Context: an optimization exercise on an open-source flow, tuned for small area and a short achievable clock period. The choices shown serve that exercise and are no tape-out recipe. Function was checked by simulation only, so behaviour that the tests miss may differ from the original. Power figures rest on the tool's default switching activity, not on a simulated workload.

Setup of rev 12:
==> module MidSort3x3, before the edit <==
module MidSort3x3 #(
    parameter DATA_WIDTH = 8
)(clk,arstn,din00,din01,din02,din10,din11,din12,
    din20,din21,din22,din_valid,dout_data,dout_valid,out0,out1,out2,
    out3,out4,out5,out6,out7,out8);
input clk;
input arstn;
input din_valid;
input [DATA_WIDTH-1:0]din00;
input [DATA_WIDTH-1:0]din01;
input [DATA_WIDTH-1:0]din02;
input [DATA_WIDTH-1:0]din10;
input [DATA_WIDTH-1:0]din11;
input [DATA_WIDTH-1:0]din12;
input [DATA_WIDTH-1:0]din20;
input [DATA_WIDTH-1:0]din21;
input [DATA_WIDTH-1:0]din22;
output [DATA_WIDTH-1:0]dout_data;
output dout_valid;
output [DATA_WIDTH-1:0]out0;
output [DATA_WIDTH-1:0]out1;
output [DATA_WIDTH-1:0]out2;
output [DATA_WIDTH-1:0]out3;
output [DATA_WIDTH-1:0]out4;
output [DATA_WIDTH-1:0]out5;
output [DATA_WIDTH-1:0]out6;
output [DATA_WIDTH-1:0]out7;
output [DATA_WIDTH-1:0]out8;
localparam W = DATA_WIDTH;
function ge;
    input [W-1:0] a;
    input [W-1:0] b;
    reg [W-1:0] gt, eq;
    integer n, step;
    begin
        gt = a & ~b;
        eq = ~(a ^ b);
        for (step = 1; step < W; step = step * 2)
            for (n = 0; n + step < W; n = n + 2 * step) begin
                gt[n] = gt[n + step] | (eq[n + step] & gt[n]);
                eq[n] = eq[n + step] & eq[n];
            end
        ge = gt[0] | eq[0];
    end
endfunction
function [3*W-1:0] sort3;
    input [W-1:0] a;
    input [W-1:0] b;
    input [W-1:0] c;
    reg ab, ac, bc;
    reg [2:0] ra, rb, rc;   
    begin
        ab = ge(a, b);
        ac = ge(a, c);
        bc = ge(b, c);
        ra = {~ab & ~ac, ab ^ ac, ab & ac};
        rb = {ab & ~bc, ~(ab ^ bc), ~ab & bc};
        rc = {ac & bc, ac ^ bc, ~ac & ~bc};
        sort3 = {(a & {W{ra[0]}}) | (b & {W{rb[0]}}) | (c & {W{rc[0]}}),
                 (a & {W{ra[1]}}) | (b & {W{rb[1]}}) | (c & {W{rc[1]}}),
                 (a & {W{ra[2]}}) | (b & {W{rb[2]}}) | (c & {W{rc[2]}})};
    end
endfunction
wire [W-1:0] d [0:8];
assign d[0] = din00; assign d[1] = din01; assign d[2] = din02;
assign d[3] = din10; assign d[4] = din11; assign d[5] = din12;
assign d[6] = din20; assign d[7] = din21; assign d[8] = din22;
reg valid1, valid2, valid3;
always @(posedge clk or negedge arstn)
    if (~arstn) begin
        valid1 <= 1'b0;
        valid2 <= 1'b0;
        valid3 <= 1'b0;
    end else begin
        valid1 <= din_valid;
        valid2 <= valid1;
        valid3 <= valid2;
    end
assign dout_valid = valid3;
integer r, c, u, v, k;
reg [W-1:0] s1 [0:8];    
always @(posedge clk)
    for (r = 0; r < 3; r = r + 1)
        {s1[3*r], s1[3*r+1], s1[3*r+2]} <= ~sort3(d[3*r], d[3*r+1], d[3*r+2]);
reg [W-1:0] s2 [0:8];    
always @(posedge clk)
    for (c = 0; c < 3; c = c + 1)
        {s2[c], s2[3+c], s2[6+c]} <= sort3(~s1[c], ~s1[3+c], ~s1[6+c]);
reg [8:0] pos [0:8];     
reg [W-1:0] res [0:8];
always @(*) begin
    for (u = 0; u < 9; u = u + 1) begin
        pos[u] = 9'b1 << ((u/3 + 1) * (u%3 + 1) - 1);
        for (v = 0; v < 9; v = v + 1)
            if ((u/3 < v/3 && u%3 > v%3) || (u/3 > v/3 && u%3 < v%3))
                if (v < u ? ge(s2[v], s2[u]) : ~ge(s2[u], s2[v]))
                    pos[u] = {pos[u][7:0], 1'b0};
    end
    for (k = 0; k < 9; k = k + 1) begin
        res[k] = {W{1'b0}};
        for (u = 0; u < 9; u = u + 1)
            res[k] = res[k] | (s2[u] & {W{pos[u][k]}});
    end
end
reg [W-1:0] s3 [0:8];
always @(posedge clk)
    for (k = 0; k < 9; k = k + 1)
        s3[k] <= res[k];
assign out0 = s3[0];
assign out1 = s3[1];
assign out2 = s3[2];
assign out3 = s3[3];
assign out4 = s3[4];
assign out5 = s3[5];
assign out6 = s3[6];
assign out7 = s3[7];
assign out8 = s3[8];
assign dout_data = s3[4];
endmodule
export LEC_CHECK = 0
export CAP_MARGIN = 20
export CORE_MARGIN = 2
export CORE_UTILIZATION = 60
export CTS_BUF_LIST = sky130_fd_sc_hd__clkbuf_8
export GPL_TIMING_DRIVEN = 0
export SETUP_SLACK_MARGIN = 0.6
export SLEW_MARGIN = 20
create_clock -name core_clock -period 3.0 [get_ports {clk}]
standard.sh (not shown) runs the stock make flow with config.mk's settings and CLKGATE_MAP_FILE= SYNTH_SCRIPT=/design/flow/synth_recipe.tcl, a recipe that flattens the netlist after the stock synthesis.
==> flow/flow/run.sh <==
#!/bin/bash
# Layout: the standard flow (standard.sh) with our own synthesis script
# (flow/my_synth.tcl: ABC maps with flow/abc_fast.script, a mapping for a
# 1.3 ns delay target with gate sizing, and no adder extraction) and buf_1 cells as the
# port buffers. Each ORFS step logs to orfs/logs/; make's output goes to
# standard.log.
set -euo pipefail
HERE=$(pwd)
export MY_NO_FA=1
export MY_ABC="log_cmd abc -script $HERE/flow/abc_fast.script {*}\$lib_args {*}\$lib_dont_use_args"
export BUFFER_PORTS_ARGS="-buffer_cell sky130_fd_sc_hd__buf_1"
bash standard.sh SYNTH_SCRIPT=$HERE/flow/my_synth.tcl finish > standard.log 2>&1
==> flow/flow/abc_fast.script <==
strash; dch -f; map -D 1300; topo; buffer -p; upsize -D 1300; dnsize -D 1300; stime -p
==> flow/flow/my_synth.tcl <==
# The standard synthesis (synth_recipe.tcl) with two changes to ORFS's synth.tcl:
# the combinational logic is mapped by the ABC command in MY_ABC (see run.sh)
# and, if MY_NO_FA is 1, no half/full adder cells are extracted.
# Registers, their names and cell types are as in the standard synthesis.
proc synth {args} { yosys synth -nofsm -noshare {*}$args }
set here [file dirname [file normalize [info script]]]
set f [open $::env(SCRIPTS_DIR)/synth.tcl r]; set src [read $f]; close $f
if {[info exists ::env(MY_NO_FA)] && $::env(MY_NO_FA)} {
  set src [string map {"extract_fa \{*\}\[dont_use_extract_fa_args\]" "# no extract_fa"} $src]
}
set src [string map [list {log_cmd abc {*}$abc_args} $::env(MY_ABC)] $src]
set f [open $here/synth_patched.tcl w]; puts $f $src; close $f
source $here/synth_patched.tcl
# left out here: clear keep_hierarchy, flatten, clean up, hide names made inside functions, write 1_2_yosys.v
Input-level comparison between rev 13 and rev 12:
--- a/flow/design.v
+++ b/flow/design.v
@@ -135,19 +135,19 @@
 localparam W = DATA_WIDTH;
 function ge;
     input [W-1:0] a;
     input [W-1:0] b;
-    reg [W-1:0] gt, eq;
+    reg [W-1:0] g, p;
     integer n, step;
     begin
-        gt = a & ~b;
-        eq = ~(a ^ b);
+        g = a & ~b;
+        p = a | ~b;
         for (step = 1; step < W; step = step * 2)
             for (n = 0; n + step < W; n = n + 2 * step) begin
-                gt[n] = gt[n + step] | (eq[n + step] & gt[n]);
-                eq[n] = eq[n + step] & eq[n];
+                g[n] = g[n + step] | (p[n + step] & g[n]);
+                p[n] = p[n + step] & p[n];
             end
-        ge = gt[0] | eq[0];
+        ge = g[0] | p[0];
     end
 endfunction
 function [3*W-1:0] sort3;
     input [W-1:0] a;
[diff] overall power of the completed layout, rev 13 relative to rev 12: improvement. Density: rev 13 sparser than rev 12. Rev 13: number of signal-net buffers in the layout 16 below rev 12. Compared with rev 12, in rev 13 final design instance area without fill went down by 480 um^2, area added between synthesis and finish went down 2.1 points. Between rev 12 and rev 13, the difference in number of H-tree levels is negligible. Fraction of power consumed by sequential logic delta for rev 13 relative to rev 12: 1.2 points higher.

[afterwards: timing with drivers on the ports]
How much do the figures lean on ideal ports? The routed layouts below were timed once more, with nothing changed but the port constraints. Step 1: set_driving_cell puts a clkbuf_16 on clk and a buf_2 on each other input, an assumption about the parent block. Step 2 moves the port delays by t, midway between the first and last clock arrival at a register: inputs arrive t later, outputs are due t later. That takes back most of the time a late clock gives input paths. a / b / c = no drivers / after step 1 / after step 2; a / b = the first two.
run	shift t [ns]	setup slack, ns	worst hold slack (ns)	pins driven straight from the clock port
rev 12	0.571	0.638 / 0.638 / 0.146	0.182 / 0.158 / 0.288	1
rev 13	0.555	0.609 / 0.609 / 0.153	0.184 / 0.159 / 0.312	1
After both steps every run listed still meets setup and hold. The setup slack of rev 12, which loses most, moves by 0.000 ns with the drivers and by -0.492 ns with both steps.
